This is an optimization exercise on Yosys and OpenROAD, whose aim is small area, a short achievable clock period and few clock cycles, not a production implementation. Function was checked by simulation only, so behaviour that the tests miss may differ from the original. Power and IR drop assume default switching activity.

## exponent
module exponent (clock, reset_n, enable, x, a, p, ready);
    input logic clock, reset_n, enable;
    input logic [31:0] x, a;
    output logic [31:0] p;
    output logic ready;
    logic [31:0] b;       
    logic [28:0] e;       
    logic busy;
    logic [31:0] np, nb;
    assign p = ~np;
    assign b = ~nb;
    wire [31:0] s = b | (x & {32{~busy}});
    wire last = (e[28:1] == 28'd0);
    wire keep = reset_n & (busy ? ~last : (ready & enable));
    wire a_ge32 = |a[31:5];
    wire a_ge16 = |a[31:4];
    wire a_ge11 = a_ge16 | (a[3] & (a[2] | (a[1] & a[0])));
    wire a_ge8 = |a[31:3];
    wire a_ge7 = a_ge8 | (&a[2:0]);
    wire a_ge6 = a_ge8 | (&a[2:1]);
    wire a_ge5 = a_ge8 | (a[2] & (a[1] | a[0]));
    wire a_ge4 = |a[31:2];
    wire a_ge3 = a_ge4 | (&a[1:0]);
    wire a_ge2 = |a[31:1];
    wire a_ge1 = |a;
    wire zero = (~x[0] & a_ge32) | (~|x[1:0] & a_ge16) | (~|x[2:0] & a_ge11)
              | (~|x[3:0] & a_ge8) | (~|x[4:0] & a_ge7) | (~|x[5:0] & a_ge6)
              | (~|x[6:0] & a_ge5) | (~|x[7:0] & a_ge4) | (~|x[10:0] & a_ge3)
              | (~|x[15:0] & a_ge2) | (~|x & a_ge1);
    wire [31:0] sq;       
  ...
Size: about 2100 cells after synthesis, roughly 94 flip-flops, roughly 100 I/O pins, about 0.021 sq mm of cells after synthesis.
export LEC_CHECK = 0
export CAP_MARGIN = 20
export CORE_MARGIN = 2
export CORE_UTILIZATION = 40
export PLACE_DENSITY = 0.6
export SETUP_SLACK_MARGIN = 3.5
export SLEW_MARGIN = 20
export SYNTH_HIERARCHICAL = 1
create_clock -name core_clock -period 10.0 [get_ports {clock}]
standard.sh (not shown) runs the stock make flow with config.mk's settings and CLKGATE_MAP_FILE= SYNTH_SCRIPT=/design/flow/synth_recipe.tcl, a recipe that flattens the netlist after the stock synthesis.
==> flow/flow/run.sh <==
#!/bin/bash
# The standard layout (standard.sh, unchanged synthesis), except that
# buffer_ports is told to use buf_1 for the port buffers instead of the
# delay-type buffer it picks on its own. Each step's output goes to its log.
set -euo pipefail
bash standard.sh synth > synth.log 2>&1
BUFFER_PORTS_ARGS="-buffer_cell sky130_fd_sc_hd__buf_1" bash standard.sh finish > finish.log 2>&1
The baseline passed the timing, design-rule and antenna checks.
Testbench counts at the start, summed over its fixed seeds: cycles 2,126.
Change:
==> flow/run.sh (new file) <==
#!/bin/bash
# synth_recipe.tcl (not shown) runs the flow's synth.tcl, then flattens the netlist and writes it again
# the make line also repeats each setting of config.mk as NAME=value (left out here)
make -C /OpenROAD-flow-scripts/flow DESIGN_CONFIG=/design/flow/config.mk WORK_HOME=/design/flow/orfs CLKGATE_MAP_FILE= SYNTH_SCRIPT=/design/flow/synth_recipe.tcl finish
Settings changed: ABC_AREA set to 1.
removed: flow/flow/run.sh
removed: flow/standard.sh
What happened:
- The changed run passed the timing, design-rule and antenna checks
- hold slack loses 0.037 ns
- total power came out higher by 2.1%
- non-clock buffer count climbs by 35
- register-to-register slack improved by 0.14 ns
- via count increases by 21%
- count of clock-buffer cells in the layout goes up by 1
- core utilization rises by 1.1 points
- die area climbs by 10%
Change:
Settings changed: ABC_AREA 1 to unset, TNS_END_PERCENT set to 100.
After rerunning: The changed run completed without violations. Routed wire length decreases by about 8%. Sequential power increases by about 2%. Final cell count decreases by 22%. Clock-buffer cell count increases by 1. Total power increases by 2.3%. Area after synthesis decreases by about 10%. Global-route usage increases by 0.10 points. Sequential cell count stays the same. Fmax decreases by about 1.3%.
Change:
Settings changed: TNS_END_PERCENT 100 to unset.
Effect:
- core utilization stays the same
- power does not change
- cell area stays the same
- cell count stays the same
- global-route usage does not change
- register-to-register slack is about the same

exp/delta:
exponent again, from the RTL that the note above started with.
clock: 10.0 ns
lec_check: 0
cap_margin: 20
core_margin: 2
core_utilization: 40
place_density: 0.6
setup_slack_margin: 3.75
slew_margin: 20
synth_hierarchical: 1
==> flow/flow/run.sh <==
#!/bin/bash
# The standard layout (standard.sh, unchanged synthesis), except that
# buffer_ports is told to use buf_2 for the port buffers instead of the
# delay-type buffer it picks on its own. Each step's output goes to its log.
set -euo pipefail
bash standard.sh synth > synth.log 2>&1
BUFFER_PORTS_ARGS="-buffer_cell sky130_fd_sc_hd__buf_2" bash standard.sh finish > finish.log 2>&1
exp/delta was carried through to the last stage, and its layout satisfied the timing, design-rule and antenna checks.
Testbench counts of exp/delta, summed over its fixed seeds: cycles 2,126.
--- input diff exp/delta..exp/indigo ---
- CORE_UTILIZATION changed from 40 to 50
- PLACE_DENSITY changed from 0.6 to 0.65
- SETUP_SLACK_MARGIN changed from 3.75 to 3.5
==> flow/run.sh (new file) <==
#!/bin/bash
# synth_recipe.tcl (not shown) runs the flow's synth.tcl, then flattens the netlist and writes it again
# the make line also repeats each setting of config.mk as NAME=value (left out here)
make -C /OpenROAD-flow-scripts/flow DESIGN_CONFIG=/design/flow/config.mk WORK_HOME=/design/flow/orfs CLKGATE_MAP_FILE= SYNTH_SCRIPT=/design/flow/synth_recipe.tcl finish
removed: flow/flow/run.sh
removed: flow/standard.sh
Findings:
Number of nets in the finished design up about 1.1% in exp/indigo wrt exp/delta. Area growth from synthesis to layout ends up lower on exp/delta. Delta (exp/indigo minus exp/delta): global-route usage increased 8.0 points; clock insertion delay at the later pin of the skew report picked up an extra 0.02 ns; wire length went up 3.9%. exp/delta → exp/indigo: arrival time reported for the critical path endpoint moved up; setup slack went down; share of power burned in the clock network lower; layout buffer count excluding clock buffers went up by 12%.
## Diff of input files: exp/cedar against exp/indigo
- swapping 50 for 40 in CORE_UTILIZATION
- swapping 0.65 for 0.6 in PLACE_DENSITY
==> flow/flow/run.sh (new file) <==
#!/bin/bash
# The standard layout (standard.sh, unchanged synthesis), except that
# buffer_ports is told to use buf_2 for the port buffers instead of the
# delay-type buffer it picks on its own. Each step's output goes to its log.
set -euo pipefail
bash standard.sh synth > synth.log 2>&1
BUFFER_PORTS_ARGS="-buffer_cell sky130_fd_sc_hd__buf_2" bash standard.sh finish > finish.log 2>&1
==> flow/standard.sh (new file) <==
#!/bin/bash
# synth_recipe.tcl (not shown) runs the flow's synth.tcl, then flattens the netlist and writes it again
# the make line also repeats each setting of config.mk as NAME=value (left out here)
make -C /OpenROAD-flow-scripts/flow DESIGN_CONFIG=/design/flow/config.mk WORK_HOME=/design/flow/orfs CLKGATE_MAP_FILE= SYNTH_SCRIPT=/design/flow/synth_recipe.tcl "${@:-finish}"
removed: flow/run.sh
--- outcome ---
Compared to exp/indigo, exp/cedar has clock power share 0.9 points higher. Going from exp/indigo to exp/cedar, share of the cycle needed by the critical path after routing saw an increase, total power draw saw a decrease, total wire length saw a decrease, relative contribution of combinational cells to total power saw a decrease. Of exp/indigo and exp/cedar, exp/indigo shows the lower worst hold slack after final layout, with exp/cedar above it.
Here is what was changed in the inputs of exp/juniper compared with exp/cedar.
- SETUP_SLACK_MARGIN changed from 3.5 to 3.0
==> flow/run.sh (new file) <==
#!/bin/bash
# synth_recipe.tcl (not shown) runs the flow's synth.tcl, then flattens the netlist and writes it again
# the make line also repeats each setting of config.mk as NAME=value (left out here)
make -C /OpenROAD-flow-scripts/flow DESIGN_CONFIG=/design/flow/config.mk WORK_HOME=/design/flow/orfs CLKGATE_MAP_FILE= SYNTH_SCRIPT=/design/flow/synth_recipe.tcl finish
removed: flow/flow/run.sh
removed: flow/standard.sh
--- outcome ---
- Between exp/juniper and exp/cedar, it is exp/juniper whose area of the multi-input gates is lower, by 96 um^2.
- Power after layout was lower in exp/juniper than in exp/cedar.
- On clock skew after layout, exp/cedar and exp/juniper are neck and neck.
- On exp/juniper: register-to-register slack is 0.37 ns lower than what exp/cedar gave.
- Net count of the mapped netlist: exp/juniper vs exp/cedar identical
- exp/juniper vs. exp/cedar: pre-CTS worst setup slack went down 0.36 ns; via density per instance about even.
- Between exp/cedar and exp/juniper, the sequential cell area in the final layout figures differ only marginally.
Inputs modified between exp/juniper and exp/lagoon:
- SETUP_SLACK_MARGIN changed from 3.0 to 3.75
Notes after the runs:
Final routed wirelength across all metal layers grows by a few percent when moving from exp/juniper to exp/lagoon.
Worst slack after detailed placement (lower): exp/juniper
Side by side, logic gate share of total power turned out higher in exp/lagoon than in exp/juniper.

[re-timing with driven ports]
No port has a modelled driver above. Below, the same layouts with a new extraction and two added sets of constraints.
Step 1: set_driving_cell puts a clkbuf_16 on clock and a buf_2 on each other input, an assumption about the parent block.
Step 2 times the ports against the registers' clock, not the clock port: input delays grow and output delays shrink by t, the midpoint of the rising clock arrivals with the driver on.
a / b / c = no drivers / after step 1 / after step 2; a / b = the first two.
run	t (ns)	setup slack, ns	worst hold slack (ns)	worst setup path after step 2
the first run of note 1	0.399	3.410 / 3.427 / 3.029	0.490 / 0.490 / 0.490	input to register
the second run of note 1	0.408	3.592 / 3.553 / 3.144	0.453 / 0.453 / 0.453	input to register
the third run of note 1	0.405	3.505 / 3.483 / 3.078	0.489 / 0.489 / 0.489	input to register
the fourth run of note 1	0.405	3.505 / 3.483 / 3.078	0.489 / 0.489 / 0.489	input to register
exp/delta	0.393	3.494 / 3.495 / 3.102	0.472 / 0.472 / 0.472	input to register
exp/indigo	0.408	3.478 / 3.475 / 3.067	0.485 / 0.485 / 0.485	input to register
exp/cedar	0.400	3.448 / 3.468 / 3.068	0.488 / 0.488 / 0.488	input to register
exp/juniper	0.399	2.942 / 2.938 / 2.539	0.467 / 0.467 / 0.467	input to register
exp/lagoon	0.406	3.539 / 3.518 / 3.112	0.490 / 0.490 / 0.490	input to register
After both steps setup and hold are still met in every run listed. The setup slack of the second run of note 1, which loses most, moves by -0.039 ns with the drivers and by -0.448 ns with both steps.
